This is an optimization exercise on Yosys and OpenROAD, whose aim is small area, not a production implementation.
The RTL was checked by simulation tests, not by an equivalence proof against the original design.
No run shown here takes its clock network from TritonCTS; it comes from the design's own scripts or RTL.
The clock input has no modelled driver; a real chip could not lean on it and would need a root buffer or a full tree.
No activity file was given, so power comes from the tool's default toggle rates.

`flow/design.v`:
```
module keypad_entry (
    input        clk,
    input        rst_n,
    input  [3:0] row,
    output [3:0] col,
    output       key_ready,
    output [3:0] key_data,
    output [3:0] press_count,
    output       key_read,
    output [9:0] num1,
    output [9:0] num2,
    output       num1_done,
    output       num2_done,
    output       sum_ready,
    output [3:0] disp_hundreds,
    output [3:0] disp_tens,
    output [3:0] disp_units,
    output [1:0] active_field
);
    reg [7:0] t;
    reg [2:0] k;
    reg       zc;        
    reg [3:0] kd;
    reg [3:0] pc;
    reg [1:0] af;
    reg       f2dig;     
    reg [3:0] dh, dt, du;
    reg [9:0] n1;
    wire scan  = |t[7:2];
    wire tmax  = &t;
    wire [2:0] n = {k[0], t[1:0]};
    wire an0   = ~scan & (n == 3'd1);
    wire an4   = ~scan & (n == 3'd5);
    wire rise  = ~scan & (n == 3'd6);
    wire wait2 = ~scan & (n == 3'd7) & ~k[1];
    wire stuck = ~scan & k[1];
    assign key_ready = ~scan & k[0] & t[1];
    assign key_read  = wait2;
    wire [1:0] idx = k[2:1];
    assign col = {scan & (idx != 2'd0), ~scan | (idx != 2'd1), idx != 2'd2, idx != 2'd3};
    function [3:0] code_of(input [3:0] pos);
        case (pos)
            4'b00_00: code_of = 4'hA; 4'b00_01: code_of = 4'hB;
            4'b00_10: code_of = 4'hC; 4'b00_11: code_of = 4'hD;
            4'b01_00: code_of = 4'h3; 4'b01_01: code_of = 4'h6;
            4'b01_10: code_of = 4'h9; 4'b01_11: code_of = 4'hE;
            4'b10_00: code_of = 4'h2; 4'b10_01: code_of = 4'h5;
            4'b10_10: code_of = 4'h8; 4'b10_11: code_of = 4'h0;
            4'b11_00: code_of = 4'h1; 4'b11_01: code_of = 4'h4;
            4'b11_10: code_of = 4'h7; default:  code_of = 4'hF;
        endcase
    endfunction
    wire c0 = &row;                                    
    wire c4 = ~|row;                                   
    wire c1 = (row == 4'b1110) | (row == 4'b1101) | (row == 4'b1011) | (row == 4'b0111);
    wire [1:0] ri = {~row[2] | ~row[3], ~row[1] | ~row[3]};
    reg [1:0] ts;        
    reg [3:0] tp;        
    wire [1:0] bs = (idx == 2'd0) ? 2'b00 : ts;
    reg  [1:0] ts_n;
    always @(*) begin
        case (bs)
            2'b00: ts_n = c0 ? 2'b00 : c1 ? 2'b01 : (c4 && idx == 2'd0) ? 2'b11 : 2'b10;
            2'b01: ts_n = c0 ? 2'b01 : 2'b10;
            2'b10: ts_n = 2'b10;
            default: ts_n = c4 ? 2'b11 : 2'b10;
        endcase
    end
    wire one  = (ts == 2'b01);
    wire zero = (ts == 2'b00) | (ts == 2'b11);
    wire go_scan = (an0 & ~(zc & one)) | wait2;
    wire [2:0] n_inc = n + 3'd1;
    always @(posedge clk) begin
        if (scan & tmax & k[0]) begin
            ts <= ts_n;
            if (bs == 2'b00 && c1) tp <= {idx, ri};
        end
    end
    always @(posedge clk or negedge rst_n) begin
        if (!rst_n) begin
            t  <= 8'd4;
            k  <= 3'd0;
            zc <= 1'b0;
            kd <= 4'd0;
        end else begin
            if (scan) begin
                if (tmax) begin
                    k <= k + 3'd1;
                    t <= (k == 3'd7) ? 8'd0 : 8'd4;
                end else
                    t <= t + 8'd1;
            end else if (go_scan) begin
                k <= 3'd0;
                t <= 8'd4;
            end else if (!stuck) begin
                k[0] <= n_inc[2];
                t[1:0] <= n_inc[1:0];
                if (rise && af == 2'd3) k[1] <= 1'b1;
            end
            if (an0) zc <= zero;
            if (an4) kd <= code_of(tp);
        end
    end
    assign key_data = kd;
    always @(posedge clk or negedge rst_n) begin
        if (!rst_n) pc <= 4'd0;
        else if (rise) pc <= pc + 4'd1;
    end
    assign press_count = pc;
    wire [3:0] cv_v   = dt + du[3:1];
    wire [4:0] cv_q   = {dt, 1'b0} + cv_v[3:1];
    wire [4:0] cv_h3  = dh[3] ? (dh[0] ? 5'd28 : 5'd25) : ({1'b0, dh[2:0], 1'b0} + {2'b0, dh[2:0]});
    wire [7:0] cv_r   = {cv_h3, dh[2:0]} + cv_q;
    wire [9:0] conv   = {cv_r, dt[0] ^ du[1], du[0]};
    wire is_digit = (kd <= 4'h9);
    wire keep = (af == 2'd1) | f2dig;      
    always @(posedge clk or negedge rst_n) begin
        if (!rst_n) begin
            af <= 2'd0; f2dig <= 1'b0;
            dh <= 4'd0; dt <= 4'd0; du <= 4'd0;
            n1 <= 10'd0;
        end else begin
            if (af == 2'd0) af <= 2'd1;
            if (rise & (af == 2'd1 || af == 2'd2)) begin
                if (is_digit) begin
                    dh <= keep ? dt : 4'd0;
                    dt <= keep ? du : 4'd0;
                    du <= kd;
                    if (af == 2'd2) f2dig <= 1'b1;
                end else if (af == 2'd1 && kd == 4'hF) begin
                    n1 <= conv;
                    af <= 2'd2;
                end else if (af == 2'd2 && kd == 4'hE) begin
                    af <= 2'd3;
                end
            end
        end
    end
    assign num1 = n1;
    assign num2 = conv & {10{(af == 2'd3) & f2dig}};
    assign num1_done = af[1];
    assign num2_done = af[1] & af[0];
    assign sum_ready = (af == 2'd3) & ~wait2;
    assign disp_hundreds = dh;
    assign disp_tens = dt;
    assign disp_units = du;
    assign active_field = af;
endmodule
```
`flow/flow/run.sh`:
```
#!/bin/bash
# The standard layout with three changes:
#  1. the standard synthesis's combinational gates are re-mapped for area by
#     ABC (flow/resyn.ys, flow/resyn.abc; the best of three seeds is kept);
#     its flip-flops are kept as they are;
#  2. the ports are buffered with the smallest buffer (buf_1);
#  3. a hand-built one-level clock tree (flow/pre_cts.tcl): the clock port
#     drives three clock buffers, each feeding a third of the flip-flops.
# Each tool's output goes to a log file of its own in this folder.
set -euo pipefail
here=$(pwd)
R=$here/orfs/results/$FLOW_PLATFORM/keypad_entry/base
LIB=$FLOW_HOME/platforms/$FLOW_PLATFORM/lib/sky130_fd_sc_hd__tt_025C_1v80.lib
YOSYS=${YOSYS_EXE:-$FLOW_HOME/../tools/install/yosys/bin/yosys}
DONT_USE=$(sed -n '/DONT_USE_CELLS += /,/^#/p' $FLOW_HOME/platforms/$FLOW_PLATFORM/config.mk \
  | grep -o 'sky130_fd_sc_hd__[a-z0-9_]*' | sed 's/^/-dont_use /' | tr '\n' ' ')

bash standard.sh synth > standard_synth.log 2>&1

cp $R/1_2_yosys.v $here/standard_1_2_yosys.v
# three ABC runs with different random seeds; the smallest netlist is kept
for seed in 1 2 3; do
  sed "s/{SEED}/$seed/" flow/resyn.abc > resyn_$seed.abc
  sed -e "s#{LIB}#$LIB#g" -e "s#{NETLIST}#$here/standard_1_2_yosys.v#" -e "s#{TOP}#$FLOW_TOP#g" \
      -e "s#{DONT_USE}#$DONT_USE#" -e "s#{ABC_SCRIPT}#$here/resyn_$seed.abc#" -e "s#{OUT}#$here/resyn_$seed.v#" \
      flow/resyn.ys > resyn_run_$seed.ys
  $YOSYS -s resyn_run_$seed.ys > resyn_$seed.log 2>&1 &
done
wait
best=$(for seed in 1 2 3; do
  a=$(grep 'Chip area' resyn_$seed.log | tail -1 | awk '{print $NF}')
  if [[ -n "$a" && -s resyn_$seed.v ]]; then echo "$a $seed"; fi
done | sort -g | head -1 | awk '{print $2}')
echo "kept ABC run $best" > resyn_choice.log
cp resyn_$best.v $R/1_2_yosys.v
sed -e "s#{LIB}#$LIB#g" -e "s#{TOP}#$FLOW_TOP#g" -e "s#{OUT}#$R/1_2_yosys.v#" flow/check.ys > check_run.ys
$YOSYS -s check_run.ys > resyn_check.log 2>&1
rm -f $R/1_synth.odb

MY_CLKBUF=sky130_fd_sc_hd__clkbuf_8 MY_NX=3 MY_NY=1 bash standard.sh \
  BUFFER_PORTS_ARGS="-buffer_cell sky130_fd_sc_hd__buf_1" \
  PRE_CTS_TCL="$here/flow/pre_cts.tcl" \
  finish > standard_flow.log 2>&1
```
`flow/flow/check.ys`:
```
# The re-mapped netlist must be made of library cells only.
read_liberty -lib {LIB}
read_verilog {OUT}
hierarchy -check -top {TOP}
check -assert -mapped
```
`flow/flow/pre_cts.tcl`:
```
# Manual clock tree: the clock port drives MY_NX * MY_NY clock buffers, each
# driving the clock pins of one group of nearby flip-flops (the flip-flops
# sorted by x are cut into MY_NX equal parts, each part sorted by y into
# MY_NY).  Each buffer sits at its group's centre.  TritonCTS is skipped.
set cbuf [expr {[info exists ::env(MY_CLKBUF)] ? $::env(MY_CLKBUF) : "sky130_fd_sc_hd__clkbuf_8"}]
set block [ord::get_db_block]
set master [[ord::get_db] findMaster $cbuf]
set clknet [$block findNet clk]
set sinks {}
foreach it [$clknet getITerms] {
  set loc [[$it getInst] getLocation]
  lappend sinks [list $it [lindex $loc 0] [lindex $loc 1]]
}
# split lst into n nearly equal parts along coordinate idx
proc parts {lst idx n} {
  set s [lsort -real -index $idx $lst]
  set out {}
  set len [llength $s]
  for {set i 0} {$i < $n} {incr i} {
    lappend out [lrange $s [expr {$i * $len / $n}] [expr {($i + 1) * $len / $n - 1}]]
  }
  return $out
}
set nx [expr {[info exists ::env(MY_NX)] ? $::env(MY_NX) : 2}]
set ny [expr {[info exists ::env(MY_NY)] ? $::env(MY_NY) : 2}]
set groups {}
foreach col [parts $sinks 1 $nx] {
  foreach q [parts $col 2 $ny] { lappend groups $q }
}
set g 0
foreach grp $groups {
  set inst [odb::dbInst_create $block $master clkbuf_leaf_$g]
  set net [odb::dbNet_create $block clknet_leaf_$g]
  $net setSigType CLOCK
  set sx 0.0; set sy 0.0
  foreach s $grp {
    set it [lindex $s 0]
    set sx [expr {$sx + [lindex $s 1]}]
    set sy [expr {$sy + [lindex $s 2]}]
    $it disconnect
    $it connect $net
  }
  [$inst findITerm A] connect $clknet
  [$inst findITerm X] connect $net
  $inst setLocation [expr {int($sx / [llength $grp])}] [expr {int($sy / [llength $grp])}]
  $inst setPlacementStatus PLACED
  puts "manual clock buffer $g: $cbuf drives [llength $grp] clock pins"
  incr g
}
rename clock_tree_synthesis tritoncts_unused
proc clock_tree_synthesis {args} { set_propagated_clock [all_clocks] }
```
`flow/flow/resyn.abc`:
```
strash
&get -n
&deepsyn -T 60 -S {SEED}
&put
dch -f
amap
strash
&get -n
&deepsyn -T 30 -S {SEED}
&put
dch -f
amap
```
`flow/flow/resyn.ys`:
```
# Re-map the combinational logic of the standard synthesis for area.  The
# flip-flops stay as the standard synthesis made them (same instances, names
# and cells); only the gates between them are re-optimised by ABC.
read_liberty -ignore_miss_func {LIB}
blackbox sky130_fd_sc_hd__df* sky130_fd_sc_hd__sdf* sky130_fd_sc_hd__edf* sky130_fd_sc_hd__dl* sky130_fd_sc_hd__sdl*
read_verilog {NETLIST}
hierarchy -top {TOP}
flatten -wb
opt -purge
abc -liberty {LIB} {DONT_USE} -script {ABC_SCRIPT}
opt_clean -purge
splitnets
opt_clean -purge
hilomap -singleton -hicell sky130_fd_sc_hd__conb_1 HI -locell sky130_fd_sc_hd__conb_1 LO
insbuf -buf sky130_fd_sc_hd__buf_4 A X
select {TOP}
stat -liberty {LIB}
write_verilog -noattr -nohex -nodec -selected {OUT}
```
`flow/standard.sh`:
```
#!/bin/bash
# synth_recipe.tcl (not shown) runs the flow's synth.tcl, then flattens the netlist and writes it again
# the make line also repeats each setting of config.mk as NAME=value (left out here)
make -C /OpenROAD-flow-scripts/flow DESIGN_CONFIG=/design/flow/config.mk WORK_HOME=/design/flow/orfs CLKGATE_MAP_FILE= SYNTH_SCRIPT=/design/flow/synth_recipe.tcl "${@:-finish}"
```
`flow/config.mk`:
```
export PLATFORM = sky130hd
export DESIGN_NAME = keypad_entry
export DESIGN_NICKNAME = keypad_entry
export VERILOG_FILES = /design/flow/design.v
export SDC_FILE = /design/flow/constraint.sdc
export NUM_CORES = 4
export LEC_CHECK = 0
export CAP_MARGIN = 0
export CORE_MARGIN = 2
export CORE_UTILIZATION = 40
export SLEW_MARGIN = 0
```
`flow/constraint.sdc`:
```
create_clock -name core_clock -period 10.0 [get_ports {clk}]
set_input_delay 2.0000 -clock core_clock [delete_from_list [all_inputs] [get_ports {clk}]]
set_output_delay 2.0000 -clock core_clock [all_outputs]
set_load 0.01 [all_outputs]
```
==> flow_summary.json, run 1 <==
{
  "initial_core_util": 0.4084,
  "die_x_um": 86.83,
  "avgSynthCellArea_um2": 8.118,
  "setup_viol": 0,
  "worstSetupStartpointType": "register",
  "p_leak_nw": 1.160,
  "r2r_cells": 10,
  "tightestPinTransition_ns": 0.9592,
  "cp_data_arrival_time_ns": 3.71,
  "path_buf_inv": 4,
  "cap_viol_max_count": 0,
  "fin_crit_sh": 0.5711,
  "synth.cell_area_mm2": 0.002744,
  "postCtsHoldBufs": 0,
  "num_antenna_cells": 0,
  "drive_gt1_frac": 0.02180,
  "vdd_drop_max_uv": 85.40,
  "crit_path_end_kind": "output port",
  "netlist_instances": 338,
  "nets": 375,
  "rsz0062_at_grt": "false",
  "setup_tns_ns": 0,
  "io_pins": 57,
  "switching_power_uw": 58.43,
  "holdPathEnd": "pc[3]$_DFFE_PN0P_",
  "critical_path.top_delay_family": "compound AO/OA/AOI/OAI gates",
  "multi_input_area_mm2": 0.001049,
  "viasPerCell": 5.190,
  "insertion_delay_ns": 0.16,
  "n_fill_cell": 699,
  "dp.cells": 444,
  "worstSetupPathType": "reg2out",
  "grt_pass1_vias": 2161,
  "min_period_ns": 5.711,
  "antenna_left": 0,
  "post_cts_buffers": 0,
  "fp.dieH_um": 86.83,
  "worst_path_most_repeated_cell": "nor2_1",
  "power_frac_comb": 0.021,
  "ys_warn_count": 1,
  "row_count": 30,
  "cpPeakStageDelay_ns": 0.39,
  "reg2reg_to": "dh[3]$_DFFE_PN0P_",
  "crit_chain": "clkinv_1 > nor2_1 > clkinv_1 > nand2_1 > a32oi_1 > o21ai_0 > nor2_1 > a21oi_1 > nand2_1 > o21ai_0 > nor2_1 > a21oi_1 > nand2_1 > o21ai_0 > nor2_1 > a21oi_1 > nand2_1 > o21ai_0 > clkinv_1 > nor2_1 > nor3_1 > a31oi_1 > nor2_1 > buf_1",
  "antenna_found_initial": 0,
  "synth_fp_nets": 344,
  "coreArea_mm2": 0.006719,
  "drtPass1Iterations": 4,
  "grt_max_degree": 46,
  "clkPwrFrac": 0.274,
  "internal_power_uw": 238.8,
  "status": "no timing/DRC/antenna violations",
  "drc": 0,
  "drv_slew": 0,
  "worstPathMaxFanout": 6,
  "drtIter0Drc": 100,
  "hp-start": "pc[3]$_DFFE_PN0P_",
  "syn_to_final_growth_pct": 4.879,
  "seqCellArea_mm2": 0.001308,
  "die-area_mm2": 0.007539,
  "crit_slowest_cell": "dfrtp_1",
  "postRouteWirelength_mm": 5.916,
  "slew_headroom": 0.3538,
  "wire_per_inst_um": 13.23,
  "hold_viol_final": 0,
  "rrSetupSlack_ns": 6.42,
  "whs_ns": 0.4689,
  "pwr-share-seq": 0.705,
  "fmax_ghz": 0.1751,
  "switching_share": 0.1966,
  "hold_depth": 1,
  "dp_hpwl_mm": 4.614,
  "vias": 2320,
  "hold_class": "reg2reg",
  "powerDensity_mw_per_mm2": 103.3,
  "cts_resized": 0,
  "layout.cells.non_filler": 447,
  "r2r-start": "t[3]$_DFFE_PN0N_",
  "grt_use_total": 0.1539,
  "place_congestion": 0.8243,
  "fin_skew_ns": 0.006669,
  "clk_pin_slew_ns": 0.10,
  "worstPathRequired_ns": 8.00,
  "overflow": 0,
  "grt_pass1_wl_mm": 9.680,
  "portBuffers": 56
}
state kept, by name, indices dropped and copies added, names as in the netlist:
name	cells
f2dig	1
n1	10
af	2
ts	2
du	4
dt	4
kd	4
zc	1
tp	4
k	3
t	8
dh	4
pc	4
worst max path at each step:
stage                                 start      end  slack [ns]  cells past startpoint
after detailed placement  dt[1]$_DFFE_PN0P_  num2[8]        4.54                     24
after global placement    dt[1]$_DFFE_PN0P_  num2[8]        4.69                     24
final                     dt[1]$_DFFE_PN0P_  num2[8]        4.29                     24
after CTS                 dt[1]$_DFFE_PN0P_  num2[8]        4.31                     24
after floorplan           dt[1]$_DFFE_PN0P_  num2[8]        5.05                     23
after global routing      dt[1]$_DFFE_PN0P_  num2[8]        3.62                     24
through the flow:
step | power (mW) | cell area, µm² | setup WS [ns] | util
after CTS | 0.3018 | 2878 | 4.311 | 0.4283
final | 0.2973 | 2878 | 4.289 | 0.4283
after detailed placement | 0.2204 | 2836 | 4.541 | 0.4222
after global routing | 0.3075 | 2878 | 3.617 | 0.4283
after floorplan | 0.2151 | 2744 | 5.047 | -
after global placement | 0.2203 | 2836 | 4.693 | 0.4222
cell usage in the layout (no fill, tap or decap), types with 2 or more instances in the layout:
cell and instances:
a21o_1 2, a21oi_1 25, a31oi_1 4, and2_0 3, and3_1 4, buf_1 55, buf_4 2, clkbuf_8 3
clkinv_1 41, dfrtp_1 44, edfxtp_1 6, nand2_1 29, nor2_1 74, nor3_1 6, nor4_1 2, o21a_1 4
o21ai_0 27, o22a_1 3, o22ai_1 17, o32ai_1 2
power groups by stage:
stage          Sequential [mW]  Clock (mW)  Combinational, mW
4_1_cts                  0.209      0.0855            0.00683
3_3_place_gp             0.214           0            0.00677
6_report                 0.209      0.0814            0.00638
5_1_grt                  0.210      0.0904            0.00757
3_5_place_dp             0.214           0            0.00683
2_1_floorplan            0.214           0            0.00145
area by class of cell:
cell class / count / share of cell area
Multi-Input combinational cell: 214 / 0.3643
Timing Repair Buffer: 58 / 0.07870
Sequential cell: 51 / 0.4543
Inverter: 41 / 0.05348
Tap cell: 80 / 0.03478
Buffer: 3 / 0.01435
metal layers:
| layer | track usage | routed length [µm] | up-vias |
|---|---|---|---|
| met5 | 0 | 0 | - |
| met4 | 0.01563 | 68 | 0 |
| met3 | 0.01333 | 298 | 7 |
| met2 | 0.2894 | 2967 | 59 |
| met1 | 0.1973 | 2581 | 1079 |
| li1 | - | - | 1175 |
==> run 2, diff against run 1 <==
--- a/flow/design.v
+++ b/flow/design.v
@@ -17,7 +17,8 @@
     output [3:0] disp_units,
     output [1:0] active_field
 );
-    reg [7:0] t;
+    reg [5:0] lf;
+    reg [1:0] lo;
     reg [2:0] k;
     reg       zc;        
     reg [3:0] kd;
@@ -26,15 +27,15 @@
     reg       f2dig;     
     reg [3:0] dh, dt, du;
     reg [9:0] n1;
-    wire scan  = |t[7:2];
-    wire tmax  = &t;
-    wire [2:0] n = {k[0], t[1:0]};
+    wire scan  = |lf;
+    wire tmax  = (lo == 2'd3) & (lf == 6'b100000);    
+    wire [2:0] n = {k[0], lo};
     wire an0   = ~scan & (n == 3'd1);
     wire an4   = ~scan & (n == 3'd5);
     wire rise  = ~scan & (n == 3'd6);
     wire wait2 = ~scan & (n == 3'd7) & ~k[1];
     wire stuck = ~scan & k[1];
-    assign key_ready = ~scan & k[0] & t[1];
+    assign key_ready = ~scan & k[0] & lo[1];
     assign key_read  = wait2;
     wire [1:0] idx = k[2:1];
     assign col = {scan & (idx != 2'd0), ~scan | (idx != 2'd1), idx != 2'd2, idx != 2'd3};
@@ -69,32 +70,28 @@
     wire one  = (ts == 2'b01);
     wire zero = (ts == 2'b00) | (ts == 2'b11);
     wire go_scan = (an0 & ~(zc & one)) | wait2;
-    wire [2:0] n_inc = n + 3'd1;
     always @(posedge clk) begin
         if (scan & tmax & k[0]) begin
             ts <= ts_n;
             if (bs == 2'b00 && c1) tp <= {idx, ri};
         end
     end
+    wire last = scan & tmax & (k == 3'd7);            
     always @(posedge clk or negedge rst_n) begin
         if (!rst_n) begin
-            t  <= 8'd4;
+            lf <= 6'b000001;
+            lo <= 2'd0;
             k  <= 3'd0;
             zc <= 1'b0;
             kd <= 4'd0;
         end else begin
+            lf <= last ? 6'b000000 : {lf[4:0], (lf[5] ^ lf[4]) | go_scan};
             if (scan) begin
-                if (tmax) begin
-                    k <= k + 3'd1;
-                    t <= (k == 3'd7) ? 8'd0 : 8'd4;
-                end else
-                    t <= t + 8'd1;
-            end else if (go_scan) begin
-                k <= 3'd0;
-                t <= 8'd4;
+                lo <= lo + 2'd1;
+                if (tmax) k <= k + 3'd1;
             end else if (!stuck) begin
-                k[0] <= n_inc[2];
-                t[1:0] <= n_inc[1:0];
+                lo <= (an0 & go_scan) ? 2'd0 : lo + 2'd1;
+                k[0] <= k[0] ^ (lo == 2'd3);
                 if (rise && af == 2'd3) k[1] <= 1'b1;
             end
             if (an0) zc <= zero;
==> run 2 against run 1 <==
  * Still clean
  * Die area is 2.7% lower
  * Register-to-register slack worse by 1.2 ns
  * Critical path depth is 4 higher
==> flow_summary.json, run 2 <==
{
  "rrSetupSlack_ns": 5.24,
  "postCtsHoldBufs": 0,
  "postRouteWirelength_mm": 5.468,
  "switching_power_uw": 53.80,
  "initial_core_util": 0.4175,
  "clk_pin_slew_ns": 0.10,
  "cpPeakStageDelay_ns": 0.38,
  "fmax_ghz": 0.1754,
  "fp.dieH_um": 85.65,
  "n_fill_cell": 655,
  "worstPathMaxFanout": 7,
  "slew_headroom": 0.3279,
  "powerDensity_mw_per_mm2": 105.3,
  "pwr-share-seq": 0.715,
  "netlist_instances": 317,
  "met3_usage": 0.01829,
  "portBuffers": 56,
  "hold_viol_final": 0,
  "vdd_drop_max_uv": 110.7,
  "rsz0062_at_grt": "false",
  "overflow": 0,
  "switching_share": 0.1838,
  "drive_gt1_frac": 0.01744,
  "cp_data_arrival_time_ns": 3.70,
  "internal_power_uw": 238.9,
  "multi_input_area_um2": 972.2,
  "avgSynthCellArea_um2": 8.411,
  "viasPerCell": 5.135,
  "drtIter0Drc": 42,
  "synth_fp_nets": 323,
  "io_pins": 57,
  "final_cell_mix": "55 x nor2_1, 55 x buf_1, 44 x dfrtp_1",
  "num_antenna_cells": 0,
  "cts_resized": 0,
  "crit_slowest_cell": "dfrtp_1",
  "r2r_cells": 12,
  "hold_depth": 0,
  "status": "no timing/DRC/antenna violations",
  "dp_hpwl_mm": 4.359,
  "hold_class": "reg2reg",
  "fin_skew_ns": 0.006373,
  "setup_ws_ns": 4.300,
  "die_x_um": 85.65,
  "drtPass1Iterations": 4,
  "met1_usage": 0.1912,
  "placed_area_mm2": 0.002738,
  "crit_path_end_kind": "output port",
  "setup_tns_ns": 0,
  "worstPathRequired_ns": 8.00,
  "min_period_ns": 5.700,
  "place_congestion": 0.8336,
  "worstSetupStartpointType": "register",
  "grt_max_degree": 46,
  "p_leak_nw": 1.092,
  "holdPathEnd": "lf[3]$_DFF_PN0_",
  "grt_pass1_wl_mm": 9.363,
  "drv_slew": 0,
  "seqCellArea_mm2": 0.001308,
  "hp-start": "lf[2]$_DFF_PN0_",
  "ys_warn_count": 1,
  "worstSetupPathType": "reg2out",
  "r2r-start": "lf[2]$_DFF_PN0_",
  "cap_viol_max_count": 0,
  "p_total_uw": 292.7,
  "row_count": 29,
  "postLayoutCellArea_mm2": 0.002779,
  "synth.cell_area_mm2": 0.002666,
  "grt_use_total": 0.1502,
  "worst_path_most_repeated_cell": "nand2_1",
  "antenna_found_initial": 0,
  "insertion_delay_ns": 0.16,
  "dp_slack_ns": 4.511,
  "reg2reg_to": "n1[9]$_DFFE_PN0P_",
  "grt.busiest_layer": "met2",
  "syn_to_final_growth_pct": 4.224,
  "largest_reg_flops": 10,
  "drc": 0,
  "met2_usage": 0.2862,
  "tightestPinTransition_ns": 1.000,
  "die-area_mm2": 0.007335,
  "whs_ns": 0.3756,
  "clkPwrFrac": 0.262,
  "power_frac_comb": 0.023,
  "post_cts_buffers": 0,
  "vias": 2162,
  "wire_per_inst_um": 12.99,
  "grt_pass1_vias": 2042,
  "fin_crit_sh": 0.5700,
  "coreArea_mm2": 0.006386,
  "antenna_left": 0,
  "regMostFlops": "n1",
  "nets": 352,
  "largestRegisters": "n1: 10 flops, lf: 6 flops",
  "setup_viol": 0
}
==> run 2: worst max path at each step <==
stage	startpoint	end	slack [ns]	cells past startpoint
floorplan	dt[1]$_DFFE_PN0P_	num2[9]	4.97	27
global placement	dt[1]$_DFFE_PN0P_	num2[9]	4.62	28
detailed placement	dt[1]$_DFFE_PN0P_	num2[9]	4.51	28
CTS	dt[1]$_DFFE_PN0P_	num2[8]	4.31	26
global route	dt[1]$_DFFE_PN0P_	num2[9]	3.68	28
finish	dt[1]$_DFFE_PN0P_	num2[9]	4.30	28
==> run 2: per-stage QoR <==
stage	utilization	std cells
final	0.4351	421
after global routing	0.4351	421
after CTS	0.4351	421
after detailed placement	0.4287	418
after global placement	0.4287	418
after floorplan	-	317
==> run 2: area by class of cell <==
type / instances / area share
multi-input combinational: 195 / 0.3498
sequential: 51 / 0.4705
tap: 77 / 0.03467
timing repair buffer: 57 / 0.07879
inverter: 38 / 0.05133
buffer: 3 / 0.01486
==> run 2: worst max-delay path, delay by kind of cell (launching register included) <==
family / cells / cell delay (ns)
AO/OA/AOI/OAI: 12 / 1.78
AND/OR/NAND/NOR: 12 / 0.94
buffers and inverters: 4 / 0.44
flip-flops: 1 / 0.38
==> run 2: per-layer routing <==
metal | vias to the layer above | wire length [µm]
met5 | - | 0
met4 | 0 | 24
met3 | 2 | 301
met2 | 54 | 2744
met1 | 1001 | 2398
li1 | 1105 | -
==> run 2: power by group through the flow <==
stage	logic, mW	clock network [mW]	registers, mW
detailed placement	0.00703	0	0.214
CTS	0.00702	0.0817	0.209
floorplan	0.00177	0	0.214
global route	0.00806	0.0884	0.209
finish	0.00659	0.0767	0.209
global placement	0.00694	0	0.214
==> run 3, diff against run 2 <==
--- a/flow/design.v
+++ b/flow/design.v
@@ -28,27 +28,27 @@
     reg [3:0] dh, dt, du;
     reg [9:0] n1;
     wire scan  = |lf;
-    wire tmax  = (lo == 2'd3) & (lf == 6'b100000);    
-    wire [2:0] n = {k[0], lo};
-    wire an0   = ~scan & (n == 3'd1);
-    wire an4   = ~scan & (n == 3'd5);
-    wire rise  = ~scan & (n == 3'd6);
-    wire wait2 = ~scan & (n == 3'd7) & ~k[1];
+    wire tmax  = (lo == 2'b10) & (lf == 6'b100000);   
+    wire [1:0] lo_n = {lo[0], ~lo[1]};                 
+    wire an0   = ~scan & ~k[0] & (lo == 2'b01);
+    wire an4   = ~scan & k[0] & (lo == 2'b01);
+    wire rise  = ~scan & k[0] & (lo == 2'b11);
+    wire wait2 = ~scan & k[0] & (lo == 2'b10) & ~k[1];
     wire stuck = ~scan & k[1];
     assign key_ready = ~scan & k[0] & lo[1];
     assign key_read  = wait2;
     wire [1:0] idx = k[2:1];
-    assign col = {scan & (idx != 2'd0), ~scan | (idx != 2'd1), idx != 2'd2, idx != 2'd3};
+    assign col = {scan & (idx != 2'b00), ~scan | (idx != 2'b01), idx != 2'b11, idx != 2'b10};
     function [3:0] code_of(input [3:0] pos);
         case (pos)
             4'b00_00: code_of = 4'hA; 4'b00_01: code_of = 4'hB;
             4'b00_10: code_of = 4'hC; 4'b00_11: code_of = 4'hD;
             4'b01_00: code_of = 4'h3; 4'b01_01: code_of = 4'h6;
             4'b01_10: code_of = 4'h9; 4'b01_11: code_of = 4'hE;
-            4'b10_00: code_of = 4'h2; 4'b10_01: code_of = 4'h5;
-            4'b10_10: code_of = 4'h8; 4'b10_11: code_of = 4'h0;
-            4'b11_00: code_of = 4'h1; 4'b11_01: code_of = 4'h4;
-            4'b11_10: code_of = 4'h7; default:  code_of = 4'hF;
+            4'b11_00: code_of = 4'h2; 4'b11_01: code_of = 4'h5;
+            4'b11_10: code_of = 4'h8; 4'b11_11: code_of = 4'h0;
+            4'b10_00: code_of = 4'h1; 4'b10_01: code_of = 4'h4;
+            4'b10_10: code_of = 4'h7; default:  code_of = 4'hF;
         endcase
     endfunction
     wire c0 = &row;                                    
@@ -76,7 +76,7 @@
             if (bs == 2'b00 && c1) tp <= {idx, ri};
         end
     end
-    wire last = scan & tmax & (k == 3'd7);            
+    wire last = scan & tmax & (k == 3'b101);            
     always @(posedge clk or negedge rst_n) begin
         if (!rst_n) begin
             lf <= 6'b000001;
@@ -87,11 +87,14 @@
         end else begin
             lf <= last ? 6'b000000 : {lf[4:0], (lf[5] ^ lf[4]) | go_scan};
             if (scan) begin
-                lo <= lo + 2'd1;
-                if (tmax) k <= k + 3'd1;
+                lo <= lo_n;
+                if (tmax) begin
+                    k[0] <= ~k[0];
+                    if (k[0]) k[2:1] <= {k[1], ~k[2]};
+                end
             end else if (!stuck) begin
-                lo <= (an0 & go_scan) ? 2'd0 : lo + 2'd1;
-                k[0] <= k[0] ^ (lo == 2'd3);
+                lo <= (an0 & go_scan) ? 2'b00 : lo_n;
+                k[0] <= k[0] ^ (lo == 2'b10);
                 if (rise && af == 2'd3) k[1] <= 1'b1;
             end
             if (an0) zc <= zero;
==> run 3 against run 2 <==
  * Worst setup slack gained 0.15 ns
  * Still clean
  * Synthesized cell count shrank 1.6%
  * Clock power grew 5.2%
  * Highest routed layer unchanged
  * Register-to-register slack gained 0.30 ns
  * Via count shrank 3.6%
  * Sequential power is essentially flat
  * Global-route usage shrank 0.68 points
==> flow_summary.json, run 3 <==
{
  "drv_slew": 0,
  "rsz0062_at_grt": "false",
  "antenna_left": 0,
  "path_buf_inv": 2,
  "cp_data_arrival_time_ns": 3.55,
  "nets": 347,
  "avgSynthCellArea_um2": 8.438,
  "drtIter0Drc": 46,
  "post_cts_buffers": 0,
  "status": "no timing/DRC/antenna violations",
  "die-area_mm2": 0.007246,
  "drc": 0,
  "worstSetupPathType": "reg2out",
  "largest_reg_flops": 10,
  "placed_area_mm2": 0.002704,
  "postRouteWirelength_mm": 5.311,
  "fp.dieH_um": 85.13,
  "hold_class": "reg2reg",
  "fmax_ghz": 0.1802,
  "postCtsHoldBufs": 0,
  "setup_tns_ns": 0,
  "powerDensity_mw_per_mm2": 108.0,
  "crit_path_end_kind": "output port",
  "crit_slowest_cell": "dfrtp_1",
  "tightestPinTransition_ns": 0.9110,
  "wire_per_inst_um": 12.77,
  "crit_chain": "clkinv_1 > a22oi_1 > nand2_1 > o21ai_0 > nand2_1 > o21ai_0 > nor2_1 > a21oi_1 > o21ai_0 > o21ai_0 > nor2_1 > a21oi_1 > o21ai_0 > nor2_1 > a21oi_1 > a21oi_1 > nand2_1 > nor2_1 > o22ai_1 > nor2_1 > buf_1",
  "fin_skew_ns": 0.01303,
  "worstPathMaxFanout": 7,
  "cts_resized": 0,
  "overflow": 0,
  "die_x_um": 85.13,
  "grt_pass1_wl_mm": 8.838,
  "antenna_found_initial": 0,
  "cap_viol_max_count": 0,
  "vdd_drop_max_uv": 108.9,
  "regMostFlops": "n1",
  "clk_pin_slew_ns": 0.11,
  "ys_warn_count": 1,
  "viasPerCell": 5.012,
  "switching_power_uw": 57.71,
  "insertion_delay_ns": 0.17,
  "dp_slack_ns": 4.721,
  "syn_to_final_growth_pct": 4.277,
  "io_pins": 57,
  "final_common_cell": "buf_1",
  "portBuffers": 56,
  "grt_max_degree": 46,
  "internal_power_uw": 238.9,
  "dp_hpwl_mm": 4.038,
  "cpPeakStageDelay_ns": 0.47,
  "synth_fp_nets": 318,
  "clkPwrFrac": 0.272,
  "worstPathRequired_ns": 8.00,
  "pwr-share-seq": 0.706,
  "grt_pass1_vias": 1963,
  "synth.cell_area_mm2": 0.002633,
  "largestRegisters": "n1: 10 flops, lf: 6 flops",
  "final_cell_mix": "55 x buf_1, 53 x nor2_1, 44 x dfrtp_1",
  "p_total_uw": 296.6,
  "initial_core_util": 0.4146,
  "drive_gt1_frac": 0.01770,
  "place_congestion": 0.8699,
  "switching_share": 0.1946,
  "vias": 2085,
  "p_leak_nw": 1.111,
  "grt_use_total": 0.1435,
  "slew_headroom": 0.3863,
  "coreArea_mm2": 0.006350,
  "postLayoutCellArea_mm2": 0.002745,
  "setup_ws_ns": 4.452,
  "hold_viol_final": 0,
  "critical_path.top_delay_family": "compound AO/OA/AOI/OAI gates",
  "power_frac_comb": 0.022,
  "netlist_instances": 312,
  "fin_crit_sh": 0.5548,
  "whs_ns": 0.3766,
  "worstSetupStartpointType": "register",
  "row_count": 29,
  "drtPass1Iterations": 4,
  "min_period_ns": 5.548,
  "setup_viol": 0,
  "num_antenna_cells": 0
}
==> run 3: final timing paths <==
path,cells after the start,from,to,slack [ns]
worst min-delay path,0,lf[2]$_DFF_PN0_,lf[3]$_DFF_PN0_,0.38
worst max register to register,12,lf[3]$_DFF_PN0_,n1[3]$_DFFE_PN0P_,5.54
worst max-delay path,21,dt[1]$_DFFE_PN0P_,num2[9],4.45
max in group asynchronous,2,rst_n,k[1]$_DFFE_PN0P_,7.70
min in group asynchronous,2,rst_n,n1[2]$_DFFE_PN0P_,1.90
worst min register to register,0,lf[2]$_DFF_PN0_,lf[3]$_DFF_PN0_,0.38
==> run 3: routing by layer <==
layer,global-route usage,vias to the layer above,share of wire
met3,0.01167,8,0.043
met4,0.02742,0,0.015
met5,0,-,0
met1,0.1883,943,0.46
li1,-,1087,-
met2,0.2607,47,0.48
==> run 3: layout make-up <==
cell class,count,area [µm²]
inverters,38,142.6
fillers,644,3605
repair buffers,57,219.0
flip-flops and latches,51,1308
plain buffers,3,41.29
well taps,77,96.34
multi-input cells,190,938.4
==> run 3: power by group through the flow <==
stage          combinational, mW  clock [mW]  sequential, mW
5_1_grt                  0.00779      0.0900           0.209
4_1_cts                  0.00690      0.0840           0.209
3_3_place_gp             0.00677           0           0.214
6_report                 0.00650      0.0807           0.209
3_5_place_dp             0.00686           0           0.214
2_1_floorplan            0.00143           0           0.214
==> run 3: per-stage QoR <==
step / cells / utilization
floorplan: 312 / -
global placement: 413 / 0.4258
detailed placement: 413 / 0.4258
CTS: 416 / 0.4323
global route: 416 / 0.4323
finish: 416 / 0.4323

[port drivers added, routing unchanged]
How much do the figures lean on ideal ports? The routed layouts below were timed once more, with nothing changed but the port constraints.
Step 1 (the two cells are an assumption about what drives the block):
set clk [get_ports {clk}]
set_driving_cell -lib_cell sky130_fd_sc_hd__clkbuf_16 $clk
set_driving_cell -lib_cell sky130_fd_sc_hd__buf_2 [delete_from_list [all_inputs] $clk]
Step 2 also shifts input and output timing later by t, the mid clock arrival at the registers, as if the neighbouring blocks saw the same clock.
Three values: ideal, step 1, step 2; two values: the first two.
run	t, ns	setup slack, ns	worst hold slack (ns)	slew at the worst register clock pin (ns)	worst slew at a driven data input, ns
run 1	0.208	4.289 / 4.241 / 4.450	0.469 / 0.469 / 0.469	0.11 / 0.11	0.03
run 2	0.201	4.300 / 4.254 / 4.455	0.376 / 0.376 / 0.376	0.10 / 0.10	0.03
run 3	0.205	4.452 / 4.406 / 4.611	0.377 / 0.377 / 0.377	0.11 / 0.11	0.03
After both steps setup and hold are still met in every run listed.
